Source: an optimization exercise on an open RTL-to-GDS flow (aim: small area and a short achievable clock period). Production flows keep margins and buffers that such runs may drop.
Where RTL was checked, it was by simulation tests only, not by an equivalence proof against the original.
Power figures rest on the tool's default switching activity, not on a simulated workload.

==> module rd_port, before the edit <==
module rd_port(
    input [3:0] a,
    input [87:0] rf,
    output [7:0] hi,
    output [7:0] lo
);
    wire [10:0] sel;
    genvar k, b;
    generate
        for (k = 0; k < 11; k = k + 1) begin : g_sel
            c_dec4 #(.K(k)) u_dec(.a(a), .y(sel[k]));
        end
        for (b = 0; b < 8; b = b + 1) begin : g_bit
            wire h0, h1, h2, h3, l0, l1, l2, l3;
            c_a222oi u_h0(.a1(sel[0]), .a2(rf[8*0+b]), .b1(sel[1]), .b2(rf[8*1+b]), .c1(sel[2]), .c2(rf[8*2+b]), .y(h0));
            c_a222oi u_h1(.a1(sel[3]), .a2(rf[8*3+b]), .b1(sel[4]), .b2(rf[8*4+b]), .c1(sel[5]), .c2(rf[8*5+b]), .y(h1));
            c_a222oi u_h2(.a1(sel[6]), .a2(rf[8*6+b]), .b1(sel[7]), .b2(rf[8*7+b]), .c1(sel[8]), .c2(rf[8*8+b]), .y(h2));
            c_a22oi  u_h3(.a1(sel[9]), .a2(rf[8*9+b]), .b1(sel[10]), .b2(rf[8*10+b]), .y(h3));
            c_nand4  u_h (.a(h0), .b(h1), .c(h2), .d(h3), .y(hi[b]));
            c_a222oi u_l0(.a1(sel[0]), .a2(rf[8*1+b]), .b1(sel[1]), .b2(rf[8*2+b]), .c1(sel[2]), .c2(rf[8*3+b]), .y(l0));
            c_a222oi u_l1(.a1(sel[3]), .a2(rf[8*4+b]), .b1(sel[4]), .b2(rf[8*5+b]), .c1(sel[5]), .c2(rf[8*6+b]), .y(l1));
            c_a222oi u_l2(.a1(sel[6]), .a2(rf[8*7+b]), .b1(sel[7]), .b2(rf[8*8+b]), .c1(sel[8]), .c2(rf[8*9+b]), .y(l2));
            c_nand2  u_l3(.a(sel[9]), .b(rf[8*10+b]), .y(l3));
            c_nand4  u_l (.a(l0), .b(l1), .c(l2), .d(l3), .y(lo[b]));
        end
    endgenerate
endmodule
==> module c_dec4, before the edit <==
module c_dec4 #(parameter K = 0) (input [3:0] a, output y);
    assign y = (a == K);
endmodule
export LEC_CHECK = 0
export CAP_MARGIN = 20
export CORE_MARGIN = 2
export CORE_UTILIZATION = 40
export CTS_BUF_LIST = sky130_fd_sc_hd__clkbuf_4 sky130_fd_sc_hd__clkbuf_8
export PLACE_DENSITY = 0.45
export SETUP_SLACK_MARGIN = 2.0
export SLEW_MARGIN = 20
export SYNTH_HIERARCHICAL = 1
export SYNTH_MINIMUM_KEEP_SIZE = 0
create_clock -name core_clock -period 6.0 [get_ports {clk}]
standard.sh (not shown) runs the stock make flow with config.mk's settings and CLKGATE_MAP_FILE= SYNTH_SCRIPT=/design/flow/synth_recipe.tcl, a recipe that flattens the netlist after the stock synthesis.
==> flow/flow/run.sh <==
#!/bin/bash
# Standard ORFS layout with two changes:
#  - after synthesis, every combinational cell is set to the smallest drive
#    strength of its family (flow/downsize.py); repair upsizes where needed;
#  - port buffers are plain buffers (buf_1) instead of the default delay cells.
set -euo pipefail
export BUFFER_PORTS_ARGS="-buffer_cell sky130_fd_sc_hd__buf_1"
R=orfs/results/sky130hd/regfile/base
bash standard.sh synth > standard_synth.log 2>&1
python3 flow/downsize.py $R/1_2_yosys.v $FLOW_HOME/platforms/sky130hd/lib/sky130_fd_sc_hd__tt_025C_1v80.lib > downsize.log 2>&1
rm -f $R/1_synth.odb $R/1_synth.sdc
bash standard.sh finish > standard_finish.log 2>&1
==> flow/flow/downsize.py <==
#!/usr/bin/env python3
"""Set every combinational cell of a synthesized netlist to the smallest-area
drive strength of its own cell family (e.g. mux2_4 -> mux2_1), so that the
placement-stage repair sizes gates up only where timing or loads need it.
Flip-flops are left as synthesis made them. Usage: downsize.py netlist.v lib"""
import re, sys
net, lib = sys.argv[1], sys.argv[2]
txt = open(lib).read()
area = {}
for m in re.finditer(r'cell\s*\(\s*"?(sky130_fd_sc_hd__\w+)"?\s*\)\s*\{(.*?)\barea\s*:\s*([\d.]+)', txt, re.S):
    area[m.group(1)] = float(m.group(3))
dont = re.compile(r'lpflow|probe|clkbuf|clkinv|clkdly|dly|tap|fill|decap|conb|diode')
fam = {}
for c, a in area.items():
    m = re.match(r'(sky130_fd_sc_hd__\w+?)_(\d+)$', c)
    if not m or dont.search(c):
        continue
    fam.setdefault(m.group(1), []).append((a, int(m.group(2)), c))
best = {f: min(v)[2] for f, v in fam.items()}
src = open(net).read()
count = {}
def sub(m):
    c = m.group(0)
    mm = re.match(r'(sky130_fd_sc_hd__\w+?)_(\d+)$', c)
    if not mm or mm.group(1) not in best:
        return c
    if re.match(r'sky130_fd_sc_hd__(dfx|dfr|dfs|dfb|edf|sdf|sedf|dl)', c):
        return c
    b = best[mm.group(1)]
    if b != c:
        count[(c, b)] = count.get((c, b), 0) + 1
    return b
out = re.sub(r'\bsky130_fd_sc_hd__\w+_\d+\b', sub, src)
open(net, 'w').write(out)
for (a, b), n in sorted(count.items()):
    print(f'{n:5d}  {a} -> {b}')
Edit:
--- a/flow/design.v
+++ b/flow/design.v
@@ -101,29 +101,34 @@
     output [7:0] hi,
     output [7:0] lo
 );
-    wire [10:0] sel;
-    genvar k, b;
+    wire [5:0] se;    
+    wire [4:0] so;    
+    genvar i, b;
     generate
-        for (k = 0; k < 11; k = k + 1) begin : g_sel
-            c_dec4 #(.K(k)) u_dec(.a(a), .y(sel[k]));
+        for (i = 0; i < 6; i = i + 1) begin : g_se
+            c_dec_ev #(.I(i)) u_dec(.a(a), .y(se[i]));
+        end
+        for (i = 0; i < 5; i = i + 1) begin : g_so
+            c_dec_od #(.I(i)) u_dec(.a(a[3:1]), .y(so[i]));
         end
         for (b = 0; b < 8; b = b + 1) begin : g_bit
-            wire h0, h1, h2, h3, l0, l1, l2, l3;
-            c_a222oi u_h0(.a1(sel[0]), .a2(rf[8*0+b]), .b1(sel[1]), .b2(rf[8*1+b]), .c1(sel[2]), .c2(rf[8*2+b]), .y(h0));
-            c_a222oi u_h1(.a1(sel[3]), .a2(rf[8*3+b]), .b1(sel[4]), .b2(rf[8*4+b]), .c1(sel[5]), .c2(rf[8*5+b]), .y(h1));
-            c_a222oi u_h2(.a1(sel[6]), .a2(rf[8*6+b]), .b1(sel[7]), .b2(rf[8*7+b]), .c1(sel[8]), .c2(rf[8*8+b]), .y(h2));
-            c_a22oi  u_h3(.a1(sel[9]), .a2(rf[8*9+b]), .b1(sel[10]), .b2(rf[8*10+b]), .y(h3));
-            c_nand4  u_h (.a(h0), .b(h1), .c(h2), .d(h3), .y(hi[b]));
-            c_a222oi u_l0(.a1(sel[0]), .a2(rf[8*1+b]), .b1(sel[1]), .b2(rf[8*2+b]), .c1(sel[2]), .c2(rf[8*3+b]), .y(l0));
-            c_a222oi u_l1(.a1(sel[3]), .a2(rf[8*4+b]), .b1(sel[4]), .b2(rf[8*5+b]), .c1(sel[5]), .c2(rf[8*6+b]), .y(l1));
-            c_a222oi u_l2(.a1(sel[6]), .a2(rf[8*7+b]), .b1(sel[7]), .b2(rf[8*8+b]), .c1(sel[8]), .c2(rf[8*9+b]), .y(l2));
-            c_nand2  u_l3(.a(sel[9]), .b(rf[8*10+b]), .y(l3));
-            c_nand4  u_l (.a(l0), .b(l1), .c(l2), .d(l3), .y(lo[b]));
+            wire x0, x1, y0, y1, x, y;
+            c_a222oi u_x0(.a1(se[0]), .a2(rf[8*0+b]), .b1(se[1]), .b2(rf[8*2+b]), .c1(se[2]), .c2(rf[8*4+b]), .y(x0));
+            c_a222oi u_x1(.a1(se[3]), .a2(rf[8*6+b]), .b1(se[4]), .b2(rf[8*8+b]), .c1(se[5]), .c2(rf[8*10+b]), .y(x1));
+            c_nand2  u_x (.a(x0), .b(x1), .y(x));
+            c_a222oi u_y0(.a1(so[0]), .a2(rf[8*1+b]), .b1(so[1]), .b2(rf[8*3+b]), .c1(so[2]), .c2(rf[8*5+b]), .y(y0));
+            c_a22oi  u_y1(.a1(so[3]), .a2(rf[8*7+b]), .b1(so[4]), .b2(rf[8*9+b]), .y(y1));
+            c_nand2  u_y (.a(y0), .b(y1), .y(y));
+            c_mux2   u_hi(.a0(x), .a1(y), .s(a[0]), .y(hi[b]));
+            c_mux2   u_lo(.a0(y), .a1(x), .s(a[0]), .y(lo[b]));
         end
     endgenerate
 endmodule
-module c_dec4 #(parameter K = 0) (input [3:0] a, output y);
-    assign y = (a == K);
+module c_dec_ev #(parameter I = 0) (input [3:0] a, output y);
+    assign y = (a == 2 * I) | ((I > 0) && (a == 2 * I - 1));
+endmodule
+module c_dec_od #(parameter I = 0) (input [2:0] a, output y);
+    assign y = (a == I);
 endmodule
 module c_a222oi(input a1, input a2, input b1, input b2, input c1, input c2, output y);
     assign y = ~((a1 & a2) | (b1 & b2) | (c1 & c2));
Count of clock-buffer cells in the layout fell by 1.
Synthesized cell count shrinks by 4.0%.
Worst hold slack stays flat.
Non-clock buffer count stays the same.
Final area grows by 1.9%.
Routed wire length goes down by 24%.
Cell count is lower by 3.1%.
Power stays flat.
Critical path depth went up by 4.
For the second run of this note, only the layout was checked, not whether the RTL still works.

==> re-timing with driven ports <==
Ports are ideal in the flow. The routed layouts listed here were re-timed in OpenROAD.
Step 1, drivers: a clkbuf_16 drives clk and a buf_2 each remaining input, both assumed.
Step 2 moves the port delays by t, midway between the first and last clock arrival at a register: inputs arrive t later, outputs are due t later. That takes back most of the time a late clock gives input paths.
a / b / c = no drivers / after step 1 / after step 2; a / b = the first two.
run | t (ns) | setup WS [ns] | worst hold slack (ns) | worst register clock-pin slew, ns | cell pins on the clock port's net
the first run | 0.411 | 2.158 / 2.134 / 2.134 | 0.488 / 0.488 / 0.488 | 0.09 / 0.09 | 1
the second run | 0.405 | 1.827 / 1.777 / 1.777 | 0.489 / 0.489 / 0.489 | 0.10 / 0.10 | 1
After both steps setup and hold are still met in every run listed. For the second run, which loses most, drivers alone change the setup slack by -0.050 ns; drivers and shift together by -0.050 ns.
